From an optimization exercise on the open Yosys and OpenROAD flow, aimed at small area; shortcuts taken in it are not production practice. The RTL was checked by simulation tests, not by an equivalence proof against the original design.

[flow/config.mk]
export PLATFORM = sky130hd
export DESIGN_NAME = cordic
export DESIGN_NICKNAME = cordic
export VERILOG_FILES = /design/flow/design.v
export SDC_FILE = /design/flow/constraint.sdc
export NUM_CORES = 4
export LEC_CHECK = 0
export ABC_AREA = 1
export CAP_MARGIN = 20
export CORE_MARGIN = 2
export CORE_UTILIZATION = 40
export CTS_BUF_LIST = sky130_fd_sc_hd__clkbuf_16
export CTS_CLUSTER_DIAMETER = 100
export CTS_CLUSTER_SIZE = 30
export SLEW_MARGIN = 20
[flow/constraint.sdc]
create_clock -name core_clock -period 5.5 [get_ports {clk}]
set_input_delay 1.1000 -clock core_clock [delete_from_list [all_inputs] [get_ports {clk}]]
set_output_delay 1.1000 -clock core_clock [all_outputs]
set_load 0.01 [all_outputs]
[flow/design.v]
module cordic(angle, out1, clk);
  input signed [31:0] angle;
  input clk;
  output [15:0] out1;
  wire [15:0] a_hi = angle[31:16];
  wire [14:0] u_c = (a_hi[15] != a_hi[14]) ? {15{~a_hi[15]}} : {~a_hi[14], a_hi[13:0]};
  wire [15:0] x_1;
  wire signed [16:0] y_2;
  reg [15:0] x_1_t; reg signed [16:0] y_2_t;
  assign x_1 = x_1_t; assign y_2 = y_2_t;
  always @* case (u_c[14:9])
    6'd0: begin x_1_t = 16'd43266; y_2_t = -17'sd33652; end
    6'd1: begin x_1_t = 16'd42234; y_2_t = -17'sd32318; end
    6'd2: begin x_1_t = 16'd41245; y_2_t = -17'sd31012; end
    6'd3: begin x_1_t = 16'd40295; y_2_t = -17'sd29738; end
    6'd4: begin x_1_t = 16'd39382; y_2_t = -17'sd28487; end
    6'd5: begin x_1_t = 16'd38510; y_2_t = -17'sd27271; end
    6'd6: begin x_1_t = 16'd37677; y_2_t = -17'sd26079; end
    6'd7: begin x_1_t = 16'd36879; y_2_t = -17'sd24915; end
    6'd8: begin x_1_t = 16'd36093; y_2_t = -17'sd23733; end
    6'd9: begin x_1_t = 16'd35367; y_2_t = -17'sd22617; end
    6'd10: begin x_1_t = 16'd34678; y_2_t = -17'sd21521; end
    6'd11: begin x_1_t = 16'd34022; y_2_t = -17'sd20449; end
    6'd12: begin x_1_t = 16'd33397; y_2_t = -17'sd19390; end
    6'd13: begin x_1_t = 16'd32807; y_2_t = -17'sd18356; end
    6'd14: begin x_1_t = 16'd32250; y_2_t = -17'sd17338; end
    6'd15: begin x_1_t = 16'd31722; y_2_t = -17'sd16340; end
    6'd16: begin x_1_t = 16'd31086; y_2_t = -17'sd15065; end
    6'd17: begin x_1_t = 16'd30630; y_2_t = -17'sd14101; end
    6'd18: begin x_1_t = 16'd30205; y_2_t = -17'sd13149; end
    6'd19: begin x_1_t = 16'd29807; y_2_t = -17'sd12213; end
    6'd20: begin x_1_t = 16'd29440; y_2_t = -17'sd11282; end
    6'd21: begin x_1_t = 16'd29100; y_2_t = -17'sd10368; end
    6'd22: begin x_1_t = 16'd28791; y_2_t = -17'sd9462; end
    6'd23: begin x_1_t = 16'd28509; y_2_t = -17'sd8568; end
    6'd24: begin x_1_t = 16'd28247; y_2_t = -17'sd7648; end
    6'd25: begin x_1_t = 16'd28021; y_2_t = -17'sd6770; end
    6'd26: begin x_1_t = 16'd27824; y_2_t = -17'sd5896; end
    6'd27: begin x_1_t = 16'd27652; y_2_t = -17'sd5030; end
    6'd28: begin x_1_t = 16'd27509; y_2_t = -17'sd4163; end
    6'd29: begin x_1_t = 16'd27391; y_2_t = -17'sd3307; end
    6'd30: begin x_1_t = 16'd27302; y_2_t = -17'sd2451; end
    6'd31: begin x_1_t = 16'd27238; y_2_t = -17'sd1599; end
    6'd32: begin x_1_t = 16'd27239; y_2_t = 17'sd1599; end
    6'd33: begin x_1_t = 16'd27301; y_2_t = 17'sd2451; end
    6'd34: begin x_1_t = 16'd27392; y_2_t = 17'sd3307; end
    6'd35: begin x_1_t = 16'd27508; y_2_t = 17'sd4163; end
    6'd36: begin x_1_t = 16'd27653; y_2_t = 17'sd5030; end
    6'd37: begin x_1_t = 16'd27823; y_2_t = 17'sd5896; end
    6'd38: begin x_1_t = 16'd28022; y_2_t = 17'sd6770; end
    6'd39: begin x_1_t = 16'd28246; y_2_t = 17'sd7648; end
    6'd40: begin x_1_t = 16'd28510; y_2_t = 17'sd8568; end
    6'd41: begin x_1_t = 16'd28790; y_2_t = 17'sd9462; end
    6'd42: begin x_1_t = 16'd29101; y_2_t = 17'sd10368; end
    6'd43: begin x_1_t = 16'd29439; y_2_t = 17'sd11282; end
    6'd44: begin x_1_t = 16'd29808; y_2_t = 17'sd12213; end
    6'd45: begin x_1_t = 16'd30204; y_2_t = 17'sd13149; end
    6'd46: begin x_1_t = 16'd30631; y_2_t = 17'sd14101; end
    6'd47: begin x_1_t = 16'd31085; y_2_t = 17'sd15065; end
    6'd48: begin x_1_t = 16'd31723; y_2_t = 17'sd16340; end
    6'd49: begin x_1_t = 16'd32249; y_2_t = 17'sd17338; end
    6'd50: begin x_1_t = 16'd32808; y_2_t = 17'sd18356; end
    6'd51: begin x_1_t = 16'd33396; y_2_t = 17'sd19390; end
    6'd52: begin x_1_t = 16'd34023; y_2_t = 17'sd20449; end
    6'd53: begin x_1_t = 16'd34677; y_2_t = 17'sd21521; end
    6'd54: begin x_1_t = 16'd35368; y_2_t = 17'sd22617; end
    6'd55: begin x_1_t = 16'd36092; y_2_t = 17'sd23733; end
    6'd56: begin x_1_t = 16'd36880; y_2_t = 17'sd24915; end
    6'd57: begin x_1_t = 16'd37676; y_2_t = 17'sd26079; end
    6'd58: begin x_1_t = 16'd38511; y_2_t = 17'sd27271; end
    6'd59: begin x_1_t = 16'd39381; y_2_t = 17'sd28487; end
    6'd60: begin x_1_t = 16'd40296; y_2_t = 17'sd29738; end
    6'd61: begin x_1_t = 16'd41244; y_2_t = 17'sd31012; end
    6'd62: begin x_1_t = 16'd42235; y_2_t = 17'sd32318; end
    6'd63: begin x_1_t = 16'd43265; y_2_t = 17'sd33652; end
    default: begin x_1_t = 16'd0; y_2_t = 17'sd0; end
  endcase
  wire [14:0] xk_3 = x_1[14:0];
  wire [15:0] yk_4 = y_2[15:0];
  wire [0:0] sg_5 = u_c[14];
  wire [8:0] u_6 = u_c[8:0];
  reg [8:0] u_r0;
  always @(posedge clk) u_r0 <= u_6;
  reg [14:0] x_r0;
  always @(posedge clk) x_r0 <= xk_3;
  reg [15:0] y_r0;
  always @(posedge clk) y_r0 <= yk_4;
  reg [0:0] sg_r0;
  always @(posedge clk) sg_r0 <= sg_5;
  wire [15:0] xf_7 = {~x_r0[14], x_r0};
  wire [16:0] yf_8 = {~sg_r0, y_r0};
  wire [14:0] x_9;
  wire [15:0] y_10;
  cordic_addsub_x #(15, 10, 1) a_x_9 (.a(x_r0), .b(yf_8[16:7]), .sub(~u_r0[8]), .s(x_9));
  cordic_addsub_x #(16, 9, 0) a_y_10 (.a(y_r0), .b(xf_7[15:7]), .sub(~u_r0[8]), .s(y_10));
  wire [7:0] u_11 = u_r0[7:0];
  reg [7:0] u_r1;
  always @(posedge clk) u_r1 <= u_11;
  reg [14:0] x_r1;
  always @(posedge clk) x_r1 <= x_9;
  reg [15:0] y_r1;
  always @(posedge clk) y_r1 <= y_10;
  reg [0:0] sg_r1;
  always @(posedge clk) sg_r1 <= sg_r0;
  wire [15:0] xf_12 = {~x_r1[14], x_r1};
  wire [16:0] yf_13 = {~sg_r1, y_r1};
  wire [14:0] x_14;
  wire [15:0] y_15;
  cordic_addsub_x #(15, 9, 1) a_x_14 (.a(x_r1), .b(yf_13[16:8]), .sub(~u_r1[7]), .s(x_14));
  cordic_addsub_x #(16, 8, 0) a_y_15 (.a(y_r1), .b(xf_12[15:8]), .sub(~u_r1[7]), .s(y_15));
  wire [6:0] u_16 = u_r1[6:0];
  reg [6:0] u_r2;
  always @(posedge clk) u_r2 <= u_16;
  reg [14:0] x_r2;
  always @(posedge clk) x_r2 <= x_14;
  reg [15:0] y_r2;
  always @(posedge clk) y_r2 <= y_15;
  reg [0:0] sg_r2;
  always @(posedge clk) sg_r2 <= sg_r1;
  wire [15:0] xf_17 = {~x_r2[14], x_r2};
  wire [16:0] yf_18 = {~sg_r2, y_r2};
  wire [14:0] x_19;
  wire [15:0] y_20;
  cordic_addsub_x #(15, 8, 1) a_x_19 (.a(x_r2), .b(yf_18[16:9]), .sub(~u_r2[6]), .s(x_19));
  cordic_addsub_x #(16, 7, 0) a_y_20 (.a(y_r2), .b(xf_17[15:9]), .sub(~u_r2[6]), .s(y_20));
  wire [5:0] u_21 = u_r2[5:0];
  reg [5:0] u_r3;
  always @(posedge clk) u_r3 <= u_21;
  reg [14:0] x_r3;
  always @(posedge clk) x_r3 <= x_19;
  reg [15:0] y_r3;
  always @(posedge clk) y_r3 <= y_20;
  reg [0:0] sg_r3;
  always @(posedge clk) sg_r3 <= sg_r2;
  wire [15:0] xf_22 = {~x_r3[14], x_r3};
  wire [16:0] yf_23 = {~sg_r3, y_r3};
  wire [14:0] x_24;
  wire [15:0] y_25;
  cordic_addsub_x #(15, 7, 1) a_x_24 (.a(x_r3), .b(yf_23[16:10]), .sub(~u_r3[5]), .s(x_24));
  cordic_addsub_x #(16, 6, 0) a_y_25 (.a(y_r3), .b(xf_22[15:10]), .sub(~u_r3[5]), .s(y_25));
  wire [4:0] u_26 = u_r3[4:0];
  reg [4:0] u_r4;
  always @(posedge clk) u_r4 <= u_26;
  reg [14:0] x_r4;
  always @(posedge clk) x_r4 <= x_24;
  reg [15:0] y_r4;
  always @(posedge clk) y_r4 <= y_25;
  reg [0:0] sg_r4;
  always @(posedge clk) sg_r4 <= sg_r3;
  wire [15:0] xf_27 = {~x_r4[14], x_r4};
  wire [16:0] yf_28 = {~sg_r4, y_r4};
  wire [14:0] x_29;
  wire [15:0] y_30;
  cordic_addsub_x #(15, 6, 1) a_x_29 (.a(x_r4), .b(yf_28[16:11]), .sub(~u_r4[4]), .s(x_29));
  cordic_addsub_x #(16, 5, 0) a_y_30 (.a(y_r4), .b(xf_27[15:11]), .sub(~u_r4[4]), .s(y_30));
  wire [3:0] u_31 = u_r4[3:0];
  reg [3:0] u_r5;
  always @(posedge clk) u_r5 <= u_31;
  reg [14:0] x_r5;
  always @(posedge clk) x_r5 <= x_29;
  reg [15:0] y_r5;
  always @(posedge clk) y_r5 <= y_30;
  reg [0:0] sg_r5;
  always @(posedge clk) sg_r5 <= sg_r4;
  wire [15:0] xf_32 = {~x_r5[14], x_r5};
  wire [16:0] yf_33 = {~sg_r5, y_r5};
  wire [14:0] x_34;
  wire [15:0] y_35;
  cordic_addsub_x #(15, 5, 1) a_x_34 (.a(x_r5), .b(yf_33[16:12]), .sub(~u_r5[3]), .s(x_34));
  cordic_addsub_x #(16, 4, 0) a_y_35 (.a(y_r5), .b(xf_32[15:12]), .sub(~u_r5[3]), .s(y_35));
  wire [2:0] u_36 = u_r5[2:0];
  reg [2:0] u_r6;
  always @(posedge clk) u_r6 <= u_36;
  reg [14:0] x_r6;
  always @(posedge clk) x_r6 <= x_34;
  reg [15:0] y_r6;
  always @(posedge clk) y_r6 <= y_35;
  reg [0:0] sg_r6;
  always @(posedge clk) sg_r6 <= sg_r5;
  wire [15:0] xf_37 = {~x_r6[14], x_r6};
  wire [16:0] yf_38 = {~sg_r6, y_r6};
  wire [14:0] x_39;
  wire [15:0] y_40;
  cordic_addsub_x #(15, 4, 1) a_x_39 (.a(x_r6), .b(yf_38[16:13]), .sub(~u_r6[2]), .s(x_39));
  cordic_addsub_x #(16, 3, 0) a_y_40 (.a(y_r6), .b(xf_37[15:13]), .sub(~u_r6[2]), .s(y_40));
  wire [1:0] u_41 = u_r6[1:0];
  reg [1:0] u_r7;
  always @(posedge clk) u_r7 <= u_41;
  reg [14:0] x_r7;
  always @(posedge clk) x_r7 <= x_39;
  reg [15:0] y_r7;
  always @(posedge clk) y_r7 <= y_40;
  reg [0:0] sg_r7;
  always @(posedge clk) sg_r7 <= sg_r6;
  wire [15:0] xf_42 = {~x_r7[14], x_r7};
  wire [16:0] yf_43 = {~sg_r7, y_r7};
  wire [14:0] x_44;
  wire [15:0] y_45;
  cordic_addsub_x #(15, 3, 1) a_x_44 (.a(x_r7), .b(yf_43[16:14]), .sub(~u_r7[1]), .s(x_44));
  cordic_addsub_x #(16, 2, 0) a_y_45 (.a(y_r7), .b(xf_42[15:14]), .sub(~u_r7[1]), .s(y_45));
  wire [0:0] u_46 = u_r7[0:0];
  wire [15:0] xf_47 = {~x_44[14], x_44};
  wire [16:0] yf_48 = {~sg_r7, y_45};
  wire [14:0] x_49;
  wire [15:0] y_50;
  cordic_addsub_x #(15, 2, 1) a_x_49 (.a(x_44), .b(yf_48[16:15]), .sub(~u_46[0]), .s(x_49));
  cordic_addsub_x #(16, 1, 0) a_y_50 (.a(y_45), .b(xf_47[15:15]), .sub(~u_46[0]), .s(y_50));
  reg [14:0] x_r8;
  always @(posedge clk) x_r8 <= x_49;
  reg [15:0] y_r8;
  always @(posedge clk) y_r8 <= y_50;
  reg [0:0] sg_r8;
  always @(posedge clk) sg_r8 <= sg_r7;
  wire [0:0] sb_51 = sg_r8;
  wire [15:0] xf_52 = {~x_r8[14], x_r8};
  wire [15:0] op_53 = xf_52[15:0] ^ {16{sb_51}};
  wire [12:0] ql_54;
  wire [0:0] c_55;
  cordic_add #(13) a_ql_54 (.a(y_r8[12:0]), .b(op_53[12:0]), .ci(sb_51), .s(ql_54), .co(c_55));
  wire [2:0] qh_56 = y_r8[15:13];
  wire [0:0] oh_57 = sb_51;
  reg [14:0] x_r9;
  always @(posedge clk) x_r9 <= x_r8;
  reg [2:0] qh_r9;
  always @(posedge clk) qh_r9 <= qh_56;
  reg [0:0] oh_r9;
  always @(posedge clk) oh_r9 <= oh_57;
  reg [12:0] ql_r9;
  always @(posedge clk) ql_r9 <= ql_54;
  reg [0:0] cc_r9;
  always @(posedge clk) cc_r9 <= c_55;
  wire [15:0] xf_58 = {~x_r9[14], x_r9};
  wire [15:0] op_59 = xf_58[15:0] ^ {16{oh_r9}};
  wire [2:0] qh_60;
  cordic_add #(3) a_qh_60 (.a(qh_r9), .b(op_59[15:13]), .ci(cc_r9), .s(qh_60), .co());
  wire [15:0] q_61 = {qh_60, ql_r9};
  wire [13:0] x_62 = x_r9[14:1];
  wire [0:0] sb_63 = ~q_61[15];
  wire [14:0] xf_64 = {~x_62[13], x_62};
  wire [14:0] op_65 = xf_64[14:0] ^ {15{sb_63}};
  wire [9:0] ql_66;
  wire [0:0] c_67;
  cordic_add #(10) a_ql_66 (.a(q_61[9:0]), .b(op_65[9:0]), .ci(sb_63), .s(ql_66), .co(c_67));
  wire [4:0] qh_68 = q_61[14:10];
  wire [0:0] oh_69 = sb_63;
  reg [13:0] x_r10;
  always @(posedge clk) x_r10 <= x_62;
  reg [0:0] bits_r10;
  always @(posedge clk) bits_r10 <= sb_63;
  reg [4:0] qh_r10;
  always @(posedge clk) qh_r10 <= qh_68;
  reg [0:0] oh_r10;
  always @(posedge clk) oh_r10 <= oh_69;
  reg [9:0] ql_r10;
  always @(posedge clk) ql_r10 <= ql_66;
  reg [0:0] cc_r10;
  always @(posedge clk) cc_r10 <= c_67;
  wire [14:0] xf_70 = {~x_r10[13], x_r10};
  wire [14:0] op_71 = xf_70[14:0] ^ {15{oh_r10}};
  wire [4:0] qh_72;
  cordic_add #(5) a_qh_72 (.a(qh_r10), .b(op_71[14:10]), .ci(cc_r10), .s(qh_72), .co());
  wire [14:0] q_73 = {qh_72, ql_r10};
  wire [12:0] x_74 = x_r10[13:1];
  wire [0:0] sb_75 = ~q_73[14];
  wire [1:0] bits_76 = {bits_r10, sb_75};
  wire [13:0] xf_77 = {~x_74[12], x_74};
  wire [13:0] op_78 = xf_77[13:0] ^ {14{sb_75}};
  wire [7:0] ql_79;
  wire [0:0] c_80;
  cordic_add #(8) a_ql_79 (.a(q_73[7:0]), .b(op_78[7:0]), .ci(sb_75), .s(ql_79), .co(c_80));
  wire [5:0] qh_81 = q_73[13:8];
  wire [0:0] oh_82 = sb_75;
  reg [12:0] x_r11;
  always @(posedge clk) x_r11 <= x_74;
  reg [1:0] bits_r11;
  always @(posedge clk) bits_r11 <= bits_76;
  reg [5:0] qh_r11;
  always @(posedge clk) qh_r11 <= qh_81;
  reg [0:0] oh_r11;
  always @(posedge clk) oh_r11 <= oh_82;
  reg [7:0] ql_r11;
  always @(posedge clk) ql_r11 <= ql_79;
  reg [0:0] cc_r11;
  always @(posedge clk) cc_r11 <= c_80;
  wire [13:0] xf_83 = {~x_r11[12], x_r11};
  wire [13:0] op_84 = xf_83[13:0] ^ {14{oh_r11}};
  wire [5:0] qh_85;
  cordic_add #(6) a_qh_85 (.a(qh_r11), .b(op_84[13:8]), .ci(cc_r11), .s(qh_85), .co());
  wire [13:0] q_86 = {qh_85, ql_r11};
  wire [11:0] x_87 = x_r11[12:1];
  wire [0:0] sb_88 = ~q_86[13];
  wire [2:0] bits_89 = {bits_r11, sb_88};
  wire [12:0] xf_90 = {~x_87[11], x_87};
  wire [13:0] op_91 = {1'b0, xf_90[12:0]} ^ {14{sb_88}};
  wire [6:0] ql_92;
  wire [0:0] c_93;
  cordic_add #(7) a_ql_92 (.a(q_86[6:0]), .b(op_91[6:0]), .ci(sb_88), .s(ql_92), .co(c_93));
  wire [6:0] qh_94 = q_86[13:7];
  wire [0:0] oh_95 = sb_88;
  reg [11:0] x_r12;
  always @(posedge clk) x_r12 <= x_87;
  reg [2:0] bits_r12;
  always @(posedge clk) bits_r12 <= bits_89;
  reg [6:0] qh_r12;
  always @(posedge clk) qh_r12 <= qh_94;
  reg [0:0] oh_r12;
  always @(posedge clk) oh_r12 <= oh_95;
  reg [6:0] ql_r12;
  always @(posedge clk) ql_r12 <= ql_92;
  reg [0:0] cc_r12;
  always @(posedge clk) cc_r12 <= c_93;
  wire [12:0] xf_96 = {~x_r12[11], x_r12};
  wire [13:0] op_97 = {1'b0, xf_96[12:0]} ^ {14{oh_r12}};
  wire [6:0] qh_98;
  cordic_add #(7) a_qh_98 (.a(qh_r12), .b(op_97[13:7]), .ci(cc_r12), .s(qh_98), .co());
  wire [13:0] q_99 = {qh_98, ql_r12};
  wire [10:0] x_100 = x_r12[11:1];
  wire [0:0] sb_101 = ~q_99[13];
  wire [3:0] bits_102 = {bits_r12, sb_101};
  wire [11:0] xf_103 = {~x_100[10], x_100};
  wire [12:0] op_104 = {1'b0, xf_103[11:0]} ^ {13{sb_101}};
  wire [5:0] ql_105;
  wire [0:0] c_106;
  cordic_add #(6) a_ql_105 (.a(q_99[5:0]), .b(op_104[5:0]), .ci(sb_101), .s(ql_105), .co(c_106));
  wire [6:0] qh_107 = q_99[12:6];
  wire [0:0] oh_108 = sb_101;
  reg [10:0] x_r13;
  always @(posedge clk) x_r13 <= x_100;
  reg [3:0] bits_r13;
  always @(posedge clk) bits_r13 <= bits_102;
  reg [6:0] qh_r13;
  always @(posedge clk) qh_r13 <= qh_107;
  reg [0:0] oh_r13;
  always @(posedge clk) oh_r13 <= oh_108;
  reg [5:0] ql_r13;
  always @(posedge clk) ql_r13 <= ql_105;
  reg [0:0] cc_r13;
  always @(posedge clk) cc_r13 <= c_106;
  wire [11:0] xf_109 = {~x_r13[10], x_r13};
  wire [12:0] op_110 = {1'b0, xf_109[11:0]} ^ {13{oh_r13}};
  wire [6:0] qh_111;
  cordic_add #(7) a_qh_111 (.a(qh_r13), .b(op_110[12:6]), .ci(cc_r13), .s(qh_111), .co());
  wire [12:0] q_112 = {qh_111, ql_r13};
  wire [9:0] x_113 = x_r13[10:1];
  wire [0:0] sb_114 = ~q_112[12];
  wire [4:0] bits_115 = {bits_r13, sb_114};
  wire [10:0] xf_116 = {~x_113[9], x_113};
  wire [11:0] op_117 = {1'b0, xf_116[10:0]} ^ {12{sb_114}};
  wire [5:0] ql_118;
  wire [0:0] c_119;
  cordic_add #(6) a_ql_118 (.a(q_112[5:0]), .b(op_117[5:0]), .ci(sb_114), .s(ql_118), .co(c_119));
  wire [5:0] qh_120 = q_112[11:6];
  wire [0:0] oh_121 = sb_114;
  reg [9:0] x_r14;
  always @(posedge clk) x_r14 <= x_113;
  reg [4:0] bits_r14;
  always @(posedge clk) bits_r14 <= bits_115;
  reg [5:0] qh_r14;
  always @(posedge clk) qh_r14 <= qh_120;
  reg [0:0] oh_r14;
  always @(posedge clk) oh_r14 <= oh_121;
  reg [5:0] ql_r14;
  always @(posedge clk) ql_r14 <= ql_118;
  reg [0:0] cc_r14;
  always @(posedge clk) cc_r14 <= c_119;
  wire [10:0] xf_122 = {~x_r14[9], x_r14};
  wire [11:0] op_123 = {1'b0, xf_122[10:0]} ^ {12{oh_r14}};
  wire [5:0] qh_124;
  cordic_add #(6) a_qh_124 (.a(qh_r14), .b(op_123[11:6]), .ci(cc_r14), .s(qh_124), .co());
  wire [11:0] q_125 = {qh_124, ql_r14};
  wire [8:0] x_126 = x_r14[9:1];
  wire [0:0] sb_127 = ~q_125[11];
  wire [5:0] bits_128 = {bits_r14, sb_127};
  wire [9:0] xf_129 = {~x_126[8], x_126};
  wire [10:0] op_130 = {1'b0, xf_129[9:0]} ^ {11{sb_127}};
  wire [6:0] ql_131;
  wire [0:0] c_132;
  cordic_add #(7) a_ql_131 (.a(q_125[6:0]), .b(op_130[6:0]), .ci(sb_127), .s(ql_131), .co(c_132));
  wire [3:0] qh_133 = q_125[10:7];
  wire [0:0] oh_134 = sb_127;
  reg [8:0] x_r15;
  always @(posedge clk) x_r15 <= x_126;
  reg [5:0] bits_r15;
  always @(posedge clk) bits_r15 <= bits_128;
  reg [3:0] qh_r15;
  always @(posedge clk) qh_r15 <= qh_133;
  reg [0:0] oh_r15;
  always @(posedge clk) oh_r15 <= oh_134;
  reg [6:0] ql_r15;
  always @(posedge clk) ql_r15 <= ql_131;
  reg [0:0] cc_r15;
  always @(posedge clk) cc_r15 <= c_132;
  wire [9:0] xf_135 = {~x_r15[8], x_r15};
  wire [10:0] op_136 = {1'b0, xf_135[9:0]} ^ {11{oh_r15}};
  wire [3:0] qh_137;
  cordic_add #(4) a_qh_137 (.a(qh_r15), .b(op_136[10:7]), .ci(cc_r15), .s(qh_137), .co());
  wire [10:0] q_138 = {qh_137, ql_r15};
  wire [7:0] x_139 = x_r15[8:1];
  wire [0:0] sb_140 = ~q_138[10];
  wire [6:0] bits_141 = {bits_r15, sb_140};
  wire [8:0] xf_142 = {~x_139[7], x_139};
  wire [9:0] op_143 = {1'b0, xf_142[8:0]} ^ {10{sb_140}};
  wire [9:0] ql_144;
  wire [0:0] c_145;
  cordic_add #(10) a_ql_144 (.a(q_138[9:0]), .b(op_143[9:0]), .ci(sb_140), .s(ql_144), .co(c_145));
  wire [6:0] x_146 = x_139[7:1];
  reg [6:0] x_r16;
  always @(posedge clk) x_r16 <= x_146;
  reg [6:0] bits_r16;
  always @(posedge clk) bits_r16 <= bits_141;
  reg [9:0] q_r16;
  always @(posedge clk) q_r16 <= ql_144;
  wire [0:0] sb_147 = ~q_r16[9];
  wire [7:0] bits_148 = {bits_r16, sb_147};
  wire [7:0] xf_149 = {~x_r16[6], x_r16};
  wire [8:0] op_150 = {1'b0, xf_149[7:0]} ^ {9{sb_147}};
  wire [8:0] ql_151;
  wire [0:0] c_152;
  cordic_add #(9) a_ql_151 (.a(q_r16[8:0]), .b(op_150[8:0]), .ci(sb_147), .s(ql_151), .co(c_152));
  wire [5:0] x_153 = x_r16[6:1];
  wire [0:0] sb_154 = ~ql_151[8];
  wire [8:0] bits_155 = {bits_148, sb_154};
  wire [6:0] xf_156 = {~x_153[5], x_153};
  wire [7:0] op_157 = {1'b0, xf_156[6:0]} ^ {8{sb_154}};
  wire [3:0] ql_158;
  wire [0:0] c_159;
  cordic_add #(4) a_ql_158 (.a(ql_151[3:0]), .b(op_157[3:0]), .ci(sb_154), .s(ql_158), .co(c_159));
  wire [3:0] qh_160 = ql_151[7:4];
  wire [0:0] oh_161 = sb_154;
  reg [5:0] x_r17;
  always @(posedge clk) x_r17 <= x_153;
  reg [8:0] bits_r17;
  always @(posedge clk) bits_r17 <= bits_155;
  reg [3:0] qh_r17;
  always @(posedge clk) qh_r17 <= qh_160;
  reg [0:0] oh_r17;
  always @(posedge clk) oh_r17 <= oh_161;
  reg [3:0] ql_r17;
  always @(posedge clk) ql_r17 <= ql_158;
  reg [0:0] cc_r17;
  always @(posedge clk) cc_r17 <= c_159;
  wire [6:0] xf_162 = {~x_r17[5], x_r17};
  wire [7:0] op_163 = {1'b0, xf_162[6:0]} ^ {8{oh_r17}};
  wire [3:0] qh_164;
  cordic_add #(4) a_qh_164 (.a(qh_r17), .b(op_163[7:4]), .ci(cc_r17), .s(qh_164), .co());
  wire [7:0] q_165 = {qh_164, ql_r17};
  wire [4:0] x_166 = x_r17[5:1];
  wire [0:0] sb_167 = ~q_165[7];
  wire [9:0] bits_168 = {bits_r17, sb_167};
  wire [5:0] xf_169 = {~x_166[4], x_166};
  wire [6:0] op_170 = {1'b0, xf_169[5:0]} ^ {7{sb_167}};
  wire [6:0] ql_171;
  wire [0:0] c_172;
  cordic_add #(7) a_ql_171 (.a(q_165[6:0]), .b(op_170[6:0]), .ci(sb_167), .s(ql_171), .co(c_172));
  wire [3:0] x_173 = x_166[4:1];
  reg [3:0] x_r18;
  always @(posedge clk) x_r18 <= x_173;
  reg [9:0] bits_r18;
  always @(posedge clk) bits_r18 <= bits_168;
  reg [6:0] q_r18;
  always @(posedge clk) q_r18 <= ql_171;
  wire [0:0] sb_174 = ~q_r18[6];
  wire [10:0] bits_175 = {bits_r18, sb_174};
  wire [4:0] xf_176 = {~x_r18[3], x_r18};
  wire [5:0] op_177 = {1'b0, xf_176[4:0]} ^ {6{sb_174}};
  wire [5:0] ql_178;
  wire [0:0] c_179;
  cordic_add #(6) a_ql_178 (.a(q_r18[5:0]), .b(op_177[5:0]), .ci(sb_174), .s(ql_178), .co(c_179));
  wire [2:0] x_180 = x_r18[3:1];
  wire [0:0] sb_181 = ~ql_178[5];
  wire [11:0] bits_182 = {bits_175, sb_181};
  wire [3:0] xf_183 = {~x_180[2], x_180};
  wire [4:0] op_184 = {1'b0, xf_183[3:0]} ^ {5{sb_181}};
  wire [4:0] ql_185;
  wire [0:0] c_186;
  cordic_add #(5) a_ql_185 (.a(ql_178[4:0]), .b(op_184[4:0]), .ci(sb_181), .s(ql_185), .co(c_186));
  wire [0:0] sb_187 = ~ql_185[4];
  wire [12:0] bits_188 = {bits_182, sb_187};
  reg [12:0] bits_r19;
  always @(posedge clk) bits_r19 <= bits_188;
  reg [12:0] bits_r20;
  always @(posedge clk) bits_r20 <= bits_r19;
  reg [12:0] bits_r21;
  always @(posedge clk) bits_r21 <= bits_r20;
  reg [12:0] bits_r22;
  always @(posedge clk) bits_r22 <= bits_r21;
  reg [12:0] bits_r23;
  always @(posedge clk) bits_r23 <= bits_r22;
  reg [12:0] bits_r24;
  always @(posedge clk) bits_r24 <= bits_r23;
  reg [12:0] bits_r25;
  always @(posedge clk) bits_r25 <= bits_r24;
  reg [12:0] bits_r26;
  always @(posedge clk) bits_r26 <= bits_r25;
  reg [12:0] bits_r27;
  always @(posedge clk) bits_r27 <= bits_r26;
  reg [12:0] bits_r28;
  always @(posedge clk) bits_r28 <= bits_r27;
  reg [12:0] bits_r29;
  always @(posedge clk) bits_r29 <= bits_r28;
  assign out1 = {bits_r29, 3'b100};
endmodule
module cordic_add #(parameter W = 8) (a, b, ci, s, co);
  input [W-1:0] a;
  input [W-1:0] b;
  input ci;
  output [W-1:0] s;
  output co;
  wire [W:0] c;
  assign c[0] = ci;
  genvar i;
  generate
    for (i = 0; i < W; i = i + 1) begin : bit_
      assign s[i] = a[i] ^ b[i] ^ c[i];
      assign c[i+1] = (a[i] & b[i]) | (c[i] & (a[i] ^ b[i]));
    end
  endgenerate
  assign co = c[W];
endmodule
module cordic_addsub_x #(parameter W = 16, parameter N = 8, parameter SX = 1) (a, b, sub, s);
  input [W-1:0] a;
  input [N-1:0] b;
  input sub;
  output [W-1:0] s;
  wire [N:0] c;
  wire [N-1:0] bx = b ^ {N{sub}};
  assign c[0] = sub;
  genvar i;
  generate
    for (i = 0; i < N; i = i + 1) begin : lo_
      wire [N-1:0] b = bx;
      assign s[i] = a[i] ^ b[i] ^ c[i];
      assign c[i+1] = (a[i] & b[i]) | (c[i] & (a[i] ^ b[i]));
    end
    if (W > N) begin : hi_
      wire e = (SX ? b[N-1] : 1'b0) ^ sub;
      wire inc = ~e & c[N];
      wire dec = e & ~c[N];
      wire [W:N] p1;
      wire [W:N] p0;
      assign p1[N] = 1'b1;
      assign p0[N] = 1'b1;
      for (i = N; i < W; i = i + 1) begin : hb_
        assign p1[i+1] = p1[i] & a[i];
        assign p0[i+1] = p0[i] & ~a[i];
        assign s[i] = a[i] ^ ((inc & p1[i]) | (dec & p0[i]));
      end
    end
  endgenerate
endmodule
[flow/run.sh]
#!/bin/bash
# synth_recipe.tcl (not shown) runs the flow's synth.tcl, then flattens the netlist and writes it again
# the make line also repeats each setting of config.mk as NAME=value (left out here)
make -C /OpenROAD-flow-scripts/flow DESIGN_CONFIG=/design/flow/config.mk WORK_HOME=/design/flow/orfs CLKGATE_MAP_FILE= SYNTH_SCRIPT=/design/flow/synth_recipe.tcl finish
==> impl_metrics.env, run 1 <==
export IMPL_setup_viol=0
export IMPL_place_hpwl_um=42200
export IMPL_diodes=0
export IMPL_status="no timing/DRC/antenna violations"
export IMPL_crit_buf_inv=1
export IMPL_cts_buffer_depth=3
export IMPL_drc=0
export IMPL_cp_start_kind="flop"
export IMPL_r2r_end="ql_r9[12]"
export IMPL_hold_path_depth=0
export IMPL_hold_violations=0
export IMPL_worst_hold_slack_ns=0.324
export IMPL_antenna_left=0
export IMPL_coreArea_um2=74400
export IMPL_area_growth_pct=10.4
export IMPL_overflow=0
export IMPL_synth_flop_cell="dfxtp_1"
export IMPL_ff2ff_setup_slack_ns=0.19
export IMPL_rows=100
export IMPL_synth_cell_area_um2=30100
export IMPL_path_cells="xnor2_1, fa_1, fa_1, fa_1, fa_2, fa_2, fa_2, fa_2, fa_1, fa_2, fa_1, inv_1, fa_1, fa_1"
export IMPL_ys_top_cells_by_area="dfxtp_1 (50%), fa_1 (13%), inv_1 (8.0%), xor2_1 (6.9%), nand2_1 (4.9%)"
export IMPL_seq_area_frac_synth_pct=49.5
export IMPL_wirelength_um=53000
export IMPL_finalWeightedCongestion=0.839
export IMPL_period_needed_ns=5.31
export IMPL_syn_instance_count=3064
export IMPL_root_buffer="clkbuf_16"
export IMPL_drive_gt1_share_pct=9.09
export IMPL_vias=17900
export IMPL_cts_hold_fix_buffers=0
export IMPL_crit_slowest_cell="fa_1"
export IMPL_max_cap_violations=0
export IMPL_drt_iter0_markers=850
export IMPL_htreeDepth=1
export IMPL_holdPathEnd="bits_r29[2]"
export IMPL_yosysTopAreaCell="dfxtp_1"
export IMPL_postLayoutCoreUtil_pct=44.6
export IMPL_fillers=7066
export IMPL_port_buffers=29
export IMPL_cp_end_kind="flop"
export IMPL_clock_sinks=744
export IMPL_avgSynthCellArea_um2=9.81
export IMPL_critPathMaxStageDelay_ns=0.45
export IMPL_antenna_found_initial=0
export IMPL_hold_class="reg2reg"
export IMPL_grtUsageTotal_pct=13.9
export IMPL_clock_latency_ns=0.64
export IMPL_timing_rr_start="sg_r8"
export IMPL_ys_warn_count=1
export IMPL_cts_buffers_inserted=30
export IMPL_grt_pass1_wl_um=87600
export IMPL_crit_path_max_fanout=4
export IMPL_cp_data_required_time_ns=6.03
export IMPL_path_class="reg2reg"
export IMPL_drt_pass1_iterations=5
export IMPL_synth_seq_cells=744
export IMPL_max_slew_margin_pct=38.3
export IMPL_die_x_um=278
export IMPL_rr_worst_depth=14
export IMPL_dieArea_um2=77400
export IMPL_cts_tree="built"
export IMPL_wl_per_cell_um=12.9
export IMPL_drv_slew=0
export IMPL_fin_skew_ns=0.0317
export IMPL_die_y_um=278
export IMPL_clock_fmax_mhz=188
export IMPL_synth_edf_count=0
export IMPL_ys_types=57
export IMPL_start_util_pct=40.4
export IMPL_yosysTopAreaCellShare_pct=49.5
export IMPL_vias_per_cell=4.33
export IMPL_fin_crit_sh_pct=96.5
export IMPL_clk_pin_slew_ns=0.11
export IMPL_crit_arrival_ns=5.83
export IMPL_tightest_slew_ns=0.919
export IMPL_num_nets_final=3431
export IMPL_grt_pass1_vias=18000
export IMPL_ioPinCount=49
export IMPL_crit_family="adder cells"
export IMPL_critPathMostFrequentCell="fa_1"
export IMPL_postSynth_asyncResetShare_pct=0
export IMPL_hold_start="bits_r28[2]"
export IMPL_grt_max_degree=41
kinds of logic (layout without fill, tap and decap cells):
kind of cell | after synthesis | count (layout) | synth area share (%)
simple gates | 754 | 754 | 10.9
flops | 744 | 744 | 49.5
buf+inv | 693 | 785 | 8.75
xor+xnor | 363 | 363 | 10.6
compound gates | 251 | 251 | 4.78
fa+ha+maj | 247 | 247 | 15.1
mux | 10 | 10 | 0.341
other cells | 2 | 3 | 0.0250
final cells by class:
class	instances	area [µm²]	share of cell area [%]
clock buffers	30	751	2.26
inverters	646	2420	7.31
clock inverters	8	120	0.362
multi-input cells	1628	12900	39.0
well taps	969	1210	3.65
flip-flops and latches	744	14900	44.9
repair buffers	101	831	2.50
Yosys cell counts, types with 22 or more instances:
| library cell | n |
|---|---|
| nor2_1 | 167 |
| xor2_1 | 236 |
| xnor2_1 | 125 |
| nand2_1 | 390 |
| nor2_2 | 22 |
| clkbuf_1 | 32 |
| ha_1 | 55 |
| fa_1 | 192 |
| inv_1 | 639 |
| o21ai_0 | 133 |
| nand3_1 | 93 |
| dfxtp_1 | 744 |
| a21oi_1 | 47 |
per-layer routing:
metal,wire length [µm],global-route usage (%),up-vias,part of all wire [%]
met5,0,0,-,0
met4,1630,3.95,0,3.1
met3,1950,1.81,83,3.7
met2,28500,27.6,307,54
met1,21000,15.3,8235,40
li1,-,-,9256,-
worst reg2reg max path: stages, from the launching register on:
cell	delay, ns
dfxtp_2	0.35
xnor2_1	0.14
fa_1	0.45
fa_1	0.44
fa_1	0.44
fa_2	0.38
fa_2	0.37
fa_2	0.37
fa_2	0.38
fa_1	0.42
fa_2	0.39
fa_1	0.39
inv_1	0.08
fa_1	0.19
fa_1	0.41
layout by cell type (no fill, tap or decap), drive strengths merged, types with 30 or more instances in the layout:
master and n:
a21oi 48, xnor2 125, o21ai 138, nand3 102, fa 192, buf 72
nor2 192, ha 55, dfxtp 744, inv 650, xor2 238, clkbuf 30
nand2 396
flip-flops by register name, indices dropped and copies added (netlist names), 16 cells and up:
register / flops
y_r0: 16
y_r1: 16
y_r2: 16
y_r3: 16
y_r4: 16
y_r5: 16
y_r6: 16
y_r7: 16
y_r8: 16
metrics by stage:
stage	std cells	setup TNS (ns)	setup WS, ns	cell area (µm²)
floorplan	3065	-0.149	-0.149	30300
global placement	4084	-0.416	-0.283	32100
detailed placement	4084	-0.692	-0.352	32100
CTS	4122	0	0.0139	33000
global route	4126	-0.0283	-0.0283	33200
finish	4126	0	0.193	33200
worst max path at each step:
stage / from / to / slack, ns / depth (start not counted)
floorplan: sg_r8 / ql_r9[12] / -0.15 / 16
global placement: x_r9[13] / ql_r10[9] / -0.28 / 20
detailed placement: x_r9[13] / ql_r10[9] / -0.35 / 20
CTS: oh_r9 / ql_r10[9] / 0.01 / 20
global route: x_r11[8] / ql_r12[6] / -0.03 / 21
finish: sg_r8 / ql_r9[12] / 0.19 / 14
timing repair:
item,CTS,global route
hold endpoints to repair,0,0
setup buffers,0,4
endpoints found under the setup margin,5,17
gates resized for setup,16,52
pin swaps,2,32
gates cloned,0,0
==> run 2: changes to the inputs <==
--- a/flow/config.mk
+++ b/flow/config.mk
@@ -6,5 +6,4 @@
 export NUM_CORES = 4
 export LEC_CHECK = 0
-export ABC_AREA = 1
 export CAP_MARGIN = 20
 export CORE_MARGIN = 2
==> run 2 against run 1 <==
Still clean on timing, DRC and antenna. Setup slack got worse by 0.0078 ns. Clock skew fell by 0.011 ns. Core utilization fell by 0.065 points. Maximum frequency fell by 0.15%. Routed wire length rose by 9.7%. First-iteration DRC count rose by 14%. Largest cell class unchanged.
==> impl_metrics.env, run 2 <==
export IMPL_register_area_um2=14900
export IMPL_multiInputGateArea_um2=13700
export IMPL_setup_viol=0
export IMPL_yosysTopAreaCellShare_pct=49.3
export IMPL_grt_pass1_wl_um=94800
export IMPL_hold_violations=0
export IMPL_cts_hold_fix_buffers=0
export IMPL_vias=17900
export IMPL_holdPathEnd="bits_r27[10]"
export IMPL_critPathMostFrequentCell="fa_2"
export IMPL_overflow=0
export IMPL_cts_buffer_depth=3
export IMPL_clk_pin_slew_ns=0.11
export IMPL_grt_pass1_vias=18700
export IMPL_ys_types=76
export IMPL_postLayoutCoreUtil_pct=44.5
export IMPL_cp_start_kind="flop"
export IMPL_vias_per_cell=4.68
export IMPL_yosysTopAreaCell="dfxtp_1"
export IMPL_cts_tree="built"
export IMPL_grtUsageTotal_pct=15.1
export IMPL_cts_buffers_inserted=29
export IMPL_synth_common_cells="dfxtp_1 (744), inv_1 (419), xnor2_1 (235)"
export IMPL_critPathMaxStageDelay_ns=0.44
export IMPL_hold_path_depth=0
export IMPL_num_nets_final=3134
export IMPL_wl_met3_um=2120
export IMPL_die_y_um=279
export IMPL_die_x_um=279
export IMPL_root_buffer="clkbuf_16"
export IMPL_drc=0
export IMPL_worst_hold_slack_ns=0.322
export IMPL_synth_edf_count=0
export IMPL_dieArea_um2=77700
export IMPL_drt_iter0_markers=965
export IMPL_synth_cell_area_um2=30200
export IMPL_synth_flop_cell="dfxtp_1"
export IMPL_ys_warn_count=1
export IMPL_place_hpwl_um=44000
export IMPL_fin_crit_sh_pct=96.6
export IMPL_yosysMostFrequentCell="dfxtp_1"
export IMPL_crit_slowest_cell="fa_2"
export IMPL_synth_seq_cells=744
export IMPL_timing_rr_start="bits_r15[0]"
export IMPL_crit_path_max_fanout=3
export IMPL_path_class="reg2reg"
export IMPL_hold_class="reg2reg"
export IMPL_wirelength_um=58200
export IMPL_clock_latency_ns=0.62
export IMPL_ff2ff_setup_slack_ns=0.19
export IMPL_ioPinCount=49
export IMPL_drive_gt1_share_pct=8.86
export IMPL_period_needed_ns=5.31
export IMPL_drt_pass1_iterations=7
export IMPL_rr_worst_depth=18
export IMPL_tightest_slew_ns=0.704
export IMPL_avgSynthCellArea_um2=10.7
export IMPL_path_cells="xor2_1, fa_2, fa_2, fa_2, xor2_4, xnor2_4, mux2i_4, fa_2, fa_2, fa_2, fa_2, fa_2, fa_2, inv_2, fa_2, fa_2, xnor2_2, xnor2_1"
export IMPL_finalWeightedCongestion=0.864
export IMPL_start_util_pct=40.5
export IMPL_htreeDepth=1
export IMPL_layout_common_cells="dfxtp_1 (732), inv_1 (414), xnor2_1 (216)"
export IMPL_max_slew_margin_pct=53.1
export IMPL_fin_skew_ns=0.0212
export IMPL_r2r_end="q_r16[9]"
export IMPL_wl_met1_um=24400
export IMPL_postSynth_asyncResetShare_pct=0
export IMPL_status="no timing/DRC/antenna violations"
export IMPL_drv_slew=0
export IMPL_dr_wl_met2_um=29700
export IMPL_clock_fmax_mhz=188
export IMPL_antenna_left=0
export IMPL_ys_top_cells_by_area="dfxtp_1 (49%), fa_1 (13%), xnor2_1 (6.8%), xor2_1 (5.4%), inv_1 (5.2%)"
export IMPL_layout_commonest_cell="dfxtp_1"
export IMPL_wl_per_cell_um=15.2
export IMPL_area_growth_pct=9.94
export IMPL_max_cap_violations=0
export IMPL_dr_max_layer_used="met4"
export IMPL_cp_data_required_time_ns=6.06
export IMPL_coreArea_um2=74600
export IMPL_antenna_found_initial=0
export IMPL_rows=100
export IMPL_port_buffers=29
export IMPL_fillers=6969
export IMPL_syn_instance_count=2814
export IMPL_cp_end_kind="flop"
export IMPL_hold_start="bits_r26[10]"
export IMPL_crit_arrival_ns=5.87
export IMPL_grt_max_degree=44
export IMPL_clock_sinks=744
export IMPL_seq_area_frac_synth_pct=49.3
run 2: cell types whose count changed after synthesis, moves of 20 or more:
cell      change
nor3_1       +20
xnor2_1     +110
inv_1       -220
nand2_1     -272
nor2_1       -42
clkbuf_1     +61
nand3_1      -55
o21ai_0      -46
nand2b_1     +34
xor2_1       -49
nor2_2       -22
mux2i_1      +33
a21oi_1      +53
run 2: critical path, delay by kind of cell, from the launching register on:
family | cells | cell delay, ns
flops | 1 | 0.34
mux | 1 | 0.11
fa+ha+maj | 11 | 3.81
buf+inv | 1 | 0.06
xor+xnor | 5 | 0.90
run 2: cell families (layout without fill, tap and decap cells):
kind of cell    after synthesis  count (layout)  synth area share [%]
buf+inv                     531             572                  6.66
mux                          46              46                  1.55
xor+xnor                    425             425                  12.4
compound gates              341             341                  7.10
other cells                   2               4                0.0249
simple gates                478             478                  7.93
flops                       744             744                  49.3
fa+ha+maj                   247             247                  15.0
run 2: repair_timing:
item / 4_1_cts / 5_1_grt
cloned: 0 / 0
pin swaps: 8 / 36
endpoints found under the hold margin: 0 / 0
setup endpoints to repair: 8 / 19
setup buffers: 5 / 4
gates resized for setup: 19 / 44
run 2: routing by layer:
layer,GRT usage (%),vias up
met5,0,-
met4,4.69,0
met3,1.72,112
met2,27.9,374
met1,18.1,8518
li1,-,8892
run 2: how the worst max path moves through the flow:
stage                start   endpoint  slack, ns  cells past startpoint
2_1_floorplan        sg_r8  ql_r9[12]      -0.13                     16
3_3_place_gp      x_r9[13]  ql_r10[9]      -0.20                     19
3_5_place_dp      x_r9[13]  ql_r10[9]      -0.25                     19
4_1_cts        bits_r15[0]   q_r16[9]      0.005                     18
5_1_grt           y_r7[14]   y_r8[15]      -0.04                     19
6_report       bits_r15[0]   q_r16[9]       0.19                     18
run 2: layout make-up:
| cell class | instances | share of cell area (%) |
|---|---|---|
| Antenna cell | 1 | 0.00754 |
| Clock buffer | 29 | 2.19 |
| Clock inverter | 4 | 0.196 |
| Inverter | 420 | 4.75 |
| Multi-Input combinational cell | 1540 | 41.3 |
| Sequential cell | 744 | 44.9 |
| Tap cell | 969 | 3.65 |
| Timing Repair Buffer | 119 | 3.02 |
run 2: metrics by stage:
stage | instances | worst slack, ns | cell area, µm² | TNS [ns]
after floorplan | 2815 | -0.132 | 30500 | -0.132
after global placement | 3783 | -0.199 | 32100 | -0.385
after detailed placement | 3783 | -0.251 | 32100 | -0.658
after CTS | 3821 | 0.00470 | 33100 | 0
after global routing | 3825 | -0.0430 | 33200 | -0.0858
final | 3826 | 0.185 | 33200 | 0
==> run 3: changes to the inputs <==
--- a/flow/config.mk
+++ b/flow/config.mk
@@ -8,7 +8,8 @@
 export CAP_MARGIN = 20
 export CORE_MARGIN = 2
-export CORE_UTILIZATION = 40
+export CORE_UTILIZATION = 60
 export CTS_BUF_LIST = sky130_fd_sc_hd__clkbuf_16
 export CTS_CLUSTER_DIAMETER = 100
 export CTS_CLUSTER_SIZE = 30
+export PLACE_DENSITY = 0.7
 export SLEW_MARGIN = 20
==> run 3 against run 2 <==
Sequential share of layout area is 0.51 points higher. Sequential cell count stayed put. Routed wire length is 3.4% lower. Synthesized cell count stayed put. Die area is 33% lower. Critical endpoint is now q_r16[8].
==> impl_metrics.env, run 3 <==
export IMPL_status="no timing/DRC/antenna violations"
export IMPL_grtUsageTotal_pct=22.2
export IMPL_drv_slew=0
export IMPL_avgSynthCellArea_um2=10.7
export IMPL_cp_end_kind="flop"
export IMPL_postSynth_asyncResetShare_pct=0
export IMPL_grt_pass1_wl_um=94200
export IMPL_yosysMostFrequentCell="dfxtp_1"
export IMPL_tightest_slew_ns=0.800
export IMPL_path_class="reg2reg"
export IMPL_grt_pass1_vias=18400
export IMPL_fin_cells=3531
export IMPL_dpl_cell_count=3483
export IMPL_crit_slowest_cell="fa_2"
export IMPL_ys_top_cells_by_area="dfxtp_1 (49%), fa_1 (13%), xnor2_1 (6.8%), xor2_1 (5.4%), inv_1 (5.2%)"
export IMPL_syn_instance_count=2814
export IMPL_crit_path_max_fanout=3
export IMPL_synth_cell_area_um2=30200
export IMPL_cts_buffer_depth=3
export IMPL_yosysTopAreaCell="dfxtp_1"
export IMPL_hold_class="reg2reg"
export IMPL_cts_buffers_inserted=29
export IMPL_htreeDepth=1
export IMPL_port_buffers=29
export IMPL_wl_per_cell_um=15.9
export IMPL_synth_common_cells="dfxtp_1 (744), inv_1 (419), xnor2_1 (235)"
export IMPL_max_cap_violations=0
export IMPL_grt_max_degree=42
export IMPL_crit_buf_inv=1
export IMPL_layout_common_cells="dfxtp_1 (732), inv_1 (413), xnor2_1 (217)"
export IMPL_antenna_left=0
export IMPL_overflow=0
export IMPL_hold_violations=0
export IMPL_layout_commonest_cell="dfxtp_1"
export IMPL_ioPinCount=49
export IMPL_finalSetupTns_ns=0
export IMPL_drt_iter0_markers=933
export IMPL_drive_gt1_share_pct=8.92
export IMPL_rows=82
export IMPL_die_y_um=228
export IMPL_fin_skew_ns=0.0272
export IMPL_seq_area_frac_synth_pct=49.3
export IMPL_clock_latency_ns=0.59
export IMPL_crit_arrival_ns=5.79
export IMPL_cts_hold_fix_buffers=0
export IMPL_vias=17900
export IMPL_clk_pin_slew_ns=0.11
export IMPL_dieArea_um2=52100
export IMPL_area_growth_pct=8.70
export IMPL_cp_start_kind="flop"
export IMPL_synth_flop_cell="dfxtp_1"
export IMPL_clock_sinks=744
export IMPL_vias_per_cell=5.06
export IMPL_cp_data_required_time_ns=5.98
export IMPL_synth_edf_count=0
export IMPL_ys_warn_count=1
export IMPL_yosysTopAreaCellShare_pct=49.3
export IMPL_fin_crit_sh_pct=96.5
export IMPL_finalWeightedCongestion=0.877
export IMPL_clock_fmax_mhz=188
export IMPL_root_buffer="clkbuf_16"
export IMPL_drt_pass1_iterations=5
export IMPL_start_util_pct=60.4
export IMPL_place_hpwl_um=43000
export IMPL_antenna_found_initial=0
export IMPL_path_cells="xor2_1, fa_2, fa_2, fa_2, xor2_4, xnor2_4, xnor2_2, fa_2, fa_2, fa_2, fa_2, fa_2, fa_1, inv_1, fa_1, fa_2"
export IMPL_critPathMaxStageDelay_ns=0.43
export IMPL_cts_tree="built"
export IMPL_coreArea_um2=50000
export IMPL_num_nets_final=3136
export IMPL_period_needed_ns=5.31
export IMPL_critPathMostFrequentCell="fa_2"
export IMPL_max_slew_margin_pct=46.6
export IMPL_drc=0
export IMPL_crit_family="adder cells"
export IMPL_setup_viol=0
export IMPL_die_x_um=228
export IMPL_wirelength_um=56200
export IMPL_ys_types=76
export IMPL_synth_seq_cells=744
run 3: final timing paths:
check,startpoint,cells past startpoint,slack (ns),to
setup / recovery,bits_r15[0],16,0.19,q_r16[8]
hold / removal,bits_r17[6],0,0.31,bits_r18[7]
setup reg to reg,bits_r15[0],16,0.19,q_r16[8]
hold reg to reg,bits_r17[6],0,0.31,bits_r18[7]
run 3: cells by family after synthesis:
| family | after synthesis | share of synthesized area (%) |
|---|---|---|
| XOR/XNOR | 425 | 12.4 |
| AND/OR/NAND/NOR | 478 | 7.93 |
| AO/OA/AOI/OAI | 341 | 7.10 |
| flip-flops | 744 | 49.3 |
| buffers and inverters | 531 | 6.66 |
| adder cells (fa/ha/maj) | 247 | 15.0 |
| multiplexers | 46 | 1.55 |
| other | 2 | 0.0249 |
run 3: area by class of cell:
cell class                      instances  area (µm²)
Fill cell                            3922       17100
Multi-Input combinational cell       1540       13700
Antenna cell                            1        2.50
Clock inverter                          4        68.8
Clock buffer                           29         726
Sequential cell                       744       14900
Timing Repair Buffer                  121         985
Tap cell                              672         841
Inverter                              420        1580
run 3: worst reg2reg max path, stage by stage, from the launching register on:
cell and delay [ns]:
dfxtp_2 0.33, xor2_1 0.18, fa_2 0.36, fa_2 0.35, fa_2 0.43, xor2_4 0.19
xnor2_4 0.27, xnor2_2 0.12, fa_2 0.40, fa_2 0.37, fa_2 0.38, fa_2 0.37
fa_2 0.37, fa_1 0.39, inv_1 0.07, fa_1 0.19, fa_2 0.43
run 3: metrics by stage:
step	utilization, %	worst slack, ns	area (µm²)	hold slack (ns)
after floorplan	-	-0.132	30500	0.310
after global placement	63.4	-0.0536	31700	0.310
after detailed placement	63.4	-0.177	31700	0.312
after CTS	65.3	0.00152	32600	0.305
after global routing	65.7	-0.0193	32800	0.299
final	65.7	0.191	32800	0.305
run 3: timing repair:
item,4_1_cts,5_1_grt
setup buffers,3,11
gates cloned,0,0
pin swaps,11,34
resized for setup,22,43
setup endpoints to repair,8,17
run 3: layer usage:
layer	GRT usage [%]	share of wire, %	vias to the layer above
met5	0	0	-
met4	4.92	2.1	0
met3	2.54	3.5	85
met2	39.6	50	305
met1	29.0	44	8565
li1	-	-	8910

[re-timing with driven ports]
No port has a modelled driver above. Below, the same layouts with a new extraction and two added sets of constraints.
Step 1, drivers: a clkbuf_16 drives clk and a buf_2 each remaining input, both assumed.
Step 2 moves the port delays by t, midway between the first and last clock arrival at a register: inputs arrive t later, outputs are due t later. That takes back most of the time a late clock gives input paths.
a / b / c = ideal / step 1 / step 2; a / b = the first two.
| run | t (ns) | setup slack, ns | worst setup path at the end | pins driven straight from the clock port |
|---|---|---|---|---|
| run 1 | 0.679 | 0.193 / 0.193 / 0.193 | register to register | 1 |
| run 2 | 0.676 | 0.185 / 0.185 / 0.185 | register to register | 1 |
| run 3 | 0.643 | 0.191 / 0.191 / 0.191 | register to register | 1 |
After both steps setup and hold are still met in every run listed.
